What follows belongs to an exercise in optimizing a design on an open flow for small area; a production flow would make more cautious choices. Function was checked by simulation only, so behaviour that the tests miss may differ from the original. The flow treats the clock pin as an ideal source. Dropping or thinning the clock tree relies on that and would not hold on a real chip. Power figures rest on the tool's default switching activity, not on a simulated workload.

==> run K: inputs <==
// MESI_FSM
module MESI_FSM #(
    parameter Cache_Block_Size = 8,
    parameter host_pid = 2'b00 )(
    input logic clk,
    input logic resetn,
    input logic Core_Op,                     
    output logic PrHlt,
    input logic [3:0] pr_addr,               
    output logic [Cache_Block_Size-1:0] Cache_output,
    input logic [Cache_Block_Size-1:0] Cache_input,
    input logic [(2+3+2+2+Cache_Block_Size)-1:0] bus_in,
    output logic [(2+3+2+2+Cache_Block_Size)-1:0] bus_out,
    input logic flag_in,
    output logic flag_out
    );
export LEC_CHECK = 0
export CAP_MARGIN = 0
export CORE_MARGIN = 2
export CORE_UTILIZATION = 40
export GPL_TIMING_DRIVEN = 0
export SLEW_MARGIN = 0
export SYNTH_HIERARCHICAL = 1
export SYNTH_MINIMUM_KEEP_SIZE = 0
create_clock -name core_clock -period 8.0 [get_ports {clk}]
standard.sh (not shown) runs the stock make flow with config.mk's settings and CLKGATE_MAP_FILE= SYNTH_SCRIPT=/design/flow/synth_recipe.tcl, a recipe that flattens the netlist after the stock synthesis.
==> flow/flow/run.sh <==
#!/bin/bash
# The standard ORFS flow (standard.sh, unchanged synthesis) with:
# ABC's buffers removed and every combinational cell downsized after
# floorplan (flow/downsize.tcl), buf_1 port buffers, and a one-level clock
# tree of three buffers in place of clock_tree_synthesis (flow/manual_cts.tcl).
set -euo pipefail
cd "$(dirname "$0")/.."
W=$(pwd)
bash standard.sh \
  REMOVE_ABC_BUFFERS=1 \
  POST_FLOORPLAN_TCL=$W/flow/downsize.tcl \
  PRE_CTS_TCL=$W/flow/manual_cts.tcl \
  BUFFER_PORTS_ARGS="-buffer_cell sky130_fd_sc_hd__buf_1" \
  finish > flow_standard.log 2>&1
==> flow/flow/manual_cts.tcl <==
# Replaces clock_tree_synthesis with a one-level clock tree: the flip-flops
# are split into K groups by position (recursive bisection along the longer
# side), each group is driven by one clock buffer placed at its centre, and
# the buffers are driven by the clock port (K <= 4) or by one root buffer.
proc mcts_split { pts k } {
  if { $k <= 1 || [llength $pts] <= 1 } { return [list $pts] }
  set xs {}; set ys {}
  foreach p $pts { lappend xs [lindex $p 1]; lappend ys [lindex $p 2] }
  set xs [lsort -integer $xs]; set ys [lsort -integer $ys]
  set dx [expr {[lindex $xs end] - [lindex $xs 0]}]
  set dy [expr {[lindex $ys end] - [lindex $ys 0]}]
  set idx [expr {$dx >= $dy ? 1 : 2}]
  set s [lsort -integer -index $idx $pts]
  set k1 [expr {$k / 2}]
  set n1 [expr {int(round(double([llength $s]) * $k1 / $k))}]
  return [concat [mcts_split [lrange $s 0 [expr {$n1 - 1}]] $k1] \
                 [mcts_split [lrange $s $n1 end] [expr {$k - $k1}]]]
}

proc mcts_centre { pts } {
  set sx 0; set sy 0
  foreach p $pts { incr sx [lindex $p 1]; incr sy [lindex $p 2] }
  set n [llength $pts]
  return [list [expr {$sx / $n}] [expr {$sy / $n}]]
}

proc clock_tree_synthesis { args } {
  set k 3
  set leaf sky130_fd_sc_hd__buf_12
  set root ""
  if { [info exists ::env(MCTS_K)] } { set k $::env(MCTS_K) }
  if { [info exists ::env(MCTS_BUF)] } { set leaf $::env(MCTS_BUF) }
  if { [info exists ::env(MCTS_ROOT)] } { set root $::env(MCTS_ROOT) }
  set db [ord::get_db]
  set block [[$db getChip] getBlock]
  set clk [$block findNet clk]
  set pts {}
  foreach it [$clk getITerms] {
    if { [$it isInputSignal] } {
      set inst [$it getInst]
      set loc [$inst getLocation]
      lappend pts [list $it [lindex $loc 0] [lindex $loc 1]]
    }
  }
  puts "manual cts: [llength $pts] sinks, $k groups of $leaf, root '$root'"
  set groups [mcts_split $pts $k]
  set drv $clk
  if { $root ne "" } {
    set rnet [odb::dbNet_create $block clknet_root]
    $rnet setSigType CLOCK
    set rinst [odb::dbInst_create $block [$db findMaster $root] clkbuf_root]
    [$rinst findITerm A] connect $clk
    [$rinst findITerm X] connect $rnet
    set c [mcts_centre $pts]
    $rinst setLocation [lindex $c 0] [lindex $c 1]
    $rinst setPlacementStatus PLACED
    set drv $rnet
  }
  set g 0
  foreach grp $groups {
    set net [odb::dbNet_create $block clknet_leaf_$g]
    $net setSigType CLOCK
    set inst [odb::dbInst_create $block [$db findMaster $leaf] clkbuf_leaf_$g]
    [$inst findITerm A] connect $drv
    [$inst findITerm X] connect $net
    foreach p $grp {
      set it [lindex $p 0]
      $it disconnect
      $it connect $net
    }
    set c [mcts_centre $grp]
    $inst setLocation [lindex $c 0] [lindex $c 1]
    $inst setPlacementStatus PLACED
    puts "manual cts: group $g: [llength $grp] sinks"
    incr g
  }
  set_propagated_clock [all_clocks]
}
Other scripts of this flow, unchanged in this note and not shown: flow/flow/downsize.tcl
==> run Z: changes against run K <==
--- a/flow/flow/run.sh
+++ b/flow/flow/run.sh
@@ -4,3 +4,3 @@
 # floorplan (flow/downsize.tcl), buf_1 port buffers, and a one-level clock
-# tree of three buffers in place of clock_tree_synthesis (flow/manual_cts.tcl).
+# tree of a few buffers in place of clock_tree_synthesis (flow/manual_cts.tcl).
 set -euo pipefail
==> flow/flow/manual_cts.tcl (replaced) <==
proc mcts_split { pts k } {
  if { $k <= 1 || [llength $pts] <= 1 } { return [list $pts] }
  set xs {}; set ys {}
  foreach p $pts { lappend xs [lindex $p 1]; lappend ys [lindex $p 2] }
  set xs [lsort -integer $xs]; set ys [lsort -integer $ys]
  set dx [expr {[lindex $xs end] - [lindex $xs 0]}]
  set dy [expr {[lindex $ys end] - [lindex $ys 0]}]
  set idx [expr {$dx >= $dy ? 1 : 2}]
  set s [lsort -integer -index $idx $pts]
  set k1 [expr {$k / 2}]
  set n1 [expr {int(round(double([llength $s]) * $k1 / $k))}]
  return [concat [mcts_split [lrange $s 0 [expr {$n1 - 1}]] $k1] \
                 [mcts_split [lrange $s $n1 end] [expr {$k - $k1}]]]
}

proc mcts_centre { pts } {
  set sx 0; set sy 0
  foreach p $pts { incr sx [lindex $p 1]; incr sy [lindex $p 2] }
  set n [llength $pts]
  return [list [expr {$sx / $n}] [expr {$sy / $n}]]
}

# build K groups driven by cell leaf; returns the created instances and nets
proc mcts_build { block clk pts k leaf tag } {
  set db [ord::get_db]
  set made {}
  set g 0
  foreach grp [mcts_split $pts $k] {
    set net [odb::dbNet_create $block clknet_${tag}_$g]
    $net setSigType CLOCK
    set inst [odb::dbInst_create $block [$db findMaster $leaf] clkbuf_${tag}_$g]
    [$inst findITerm A] connect $clk
    [$inst findITerm X] connect $net
    foreach p $grp {
      set it [lindex $p 0]
      $it disconnect
      $it connect $net
    }
    set c [mcts_centre $grp]
    $inst setLocation [lindex $c 0] [lindex $c 1]
    $inst setPlacementStatus PLACED
    lappend made [list $inst $net $grp]
    incr g
  }
  return $made
}

proc mcts_undo { clk made } {
  foreach m $made {
    lassign $m inst net grp
    foreach p $grp {
      set it [lindex $p 0]
      $it disconnect
      $it connect $clk
    }
    odb::dbInst_destroy $inst
    odb::dbNet_destroy $net
  }
}

proc mcts_max_slew { } {
  set mx 0
  foreach p [get_pins -hierarchical */CLK] {
    foreach t {rise fall} {
      set s [get_property $p slew_max_$t]
      if { $s > $mx } { set mx $s }
    }
  }
  return $mx
}

proc clock_tree_synthesis { args } {
  set target 0.115
  if { [info exists ::env(MCTS_TARGET)] } { set target $::env(MCTS_TARGET) }
  set cands {
    {2 sky130_fd_sc_hd__buf_12}
    {3 sky130_fd_sc_hd__buf_8}
    {2 sky130_fd_sc_hd__clkbuf_16}
    {2 sky130_fd_sc_hd__buf_16}
    {4 sky130_fd_sc_hd__clkbuf_8}
    {3 sky130_fd_sc_hd__buf_12}
    {4 sky130_fd_sc_hd__buf_8}
    {3 sky130_fd_sc_hd__clkbuf_16}
    {4 sky130_fd_sc_hd__buf_12}
    {3 sky130_fd_sc_hd__buf_16}
    {4 sky130_fd_sc_hd__buf_16}
  }
  set db [ord::get_db]
  set block [[$db getChip] getBlock]
  set clk [$block findNet clk]
  set pts {}
  foreach it [$clk getITerms] {
    if { [$it isInputSignal] } {
      set loc [[$it getInst] getLocation]
      lappend pts [list $it [lindex $loc 0] [lindex $loc 1]]
    }
  }
  set_propagated_clock [all_clocks]
  set n 0
  foreach c $cands {
    lassign $c k leaf
    set made [mcts_build $block $clk $pts $k $leaf t$n]
    estimate_parasitics -placement
    set s [mcts_max_slew]
    puts "manual cts: $k x $leaf: estimated max clock-pin slew [format %.1f [expr {$s * 1000}]] ps"
    if { $s <= $target || $n == [llength $cands] - 1 } {
      puts "manual cts: kept $k x $leaf for [llength $pts] flip-flops"
      return
    }
    mcts_undo $clk $made
    incr n
  }
}
--- a/flow/config.mk
+++ b/flow/config.mk
@@ -9,3 +9,3 @@
 export CORE_MARGIN = 2
-export CORE_UTILIZATION = 40
+export CORE_UTILIZATION = 60
 export GPL_TIMING_DRIVEN = 0
==> comparison table <==
Startpoint of the worst-slack reg-to-reg timing path: run Z st[0][1]; run K st[2][1]
Capturing instance or port of the critical path: run Z st[0][0]; run K bo_data[1]
Outcome: run Z no timing/DRC/antenna violations; run K no timing/DRC/antenna violations
Tapcells: run Z 72; run K 108
Routed WL: run Z 9.177 mm; run K 10.34 mm
Routed length on met1: run Z 4.504 mm; run K 4.842 mm
Worst EP required: run Z 8030 ps; run K 8070 ps
DIE HEIGHT: run Z 80.85 µm; run K 98.12 µm
CP max stage delay: run Z 400 ps; run K 550 ps
Sequential share of power: run Z 60.5%; run K 60.2%
First-pass GRT wire length: run Z 14.43 mm; run K 15.96 mm
Length of the first detailed-routing pass in iterations: run Z 8; run K 6
Path length in cells of the critical path: run Z 20; run K 18
Slew @ Worst Pin: run Z 886.2 ps; run K 978.0 ps
Clock Power: run Z 156 µW; run K 158 µW
Post-place instance area: run Z 3674 µm²; run K 3719 µm²
In every run of this note, the design's own scripts or RTL, not TritonCTS, make the clock network.

[re-timing with driven ports]
Ports are ideal in the flow. The routed layouts listed here were re-timed in OpenROAD.
Step 1: set_driving_cell puts a clkbuf_16 on clk and a buf_2 on each other input, an assumption about the parent block.
Step 2 adds t to the input delays and takes it off the output delays; t is the mean of the earliest and latest rising clock arrival at the registers after step 1. Input paths then give back, and output paths get back, about the clock's delay inside the block.
a / b / c = ideal / step 1 / step 2; a / b = the first two.
run	t (ns)	setup WS [ns]	worst hold slack (ns)
run K	0.207	1.859 / 1.906 / 1.699	0.475 / 0.475 / 0.475
run Z	0.202	2.066 / 2.112 / 1.910	0.478 / 0.478 / 0.478
After both steps setup and hold are still met in every run listed. The setup slack of run K, which loses most, moves by +0.047 ns with the drivers and by -0.160 ns with both steps.
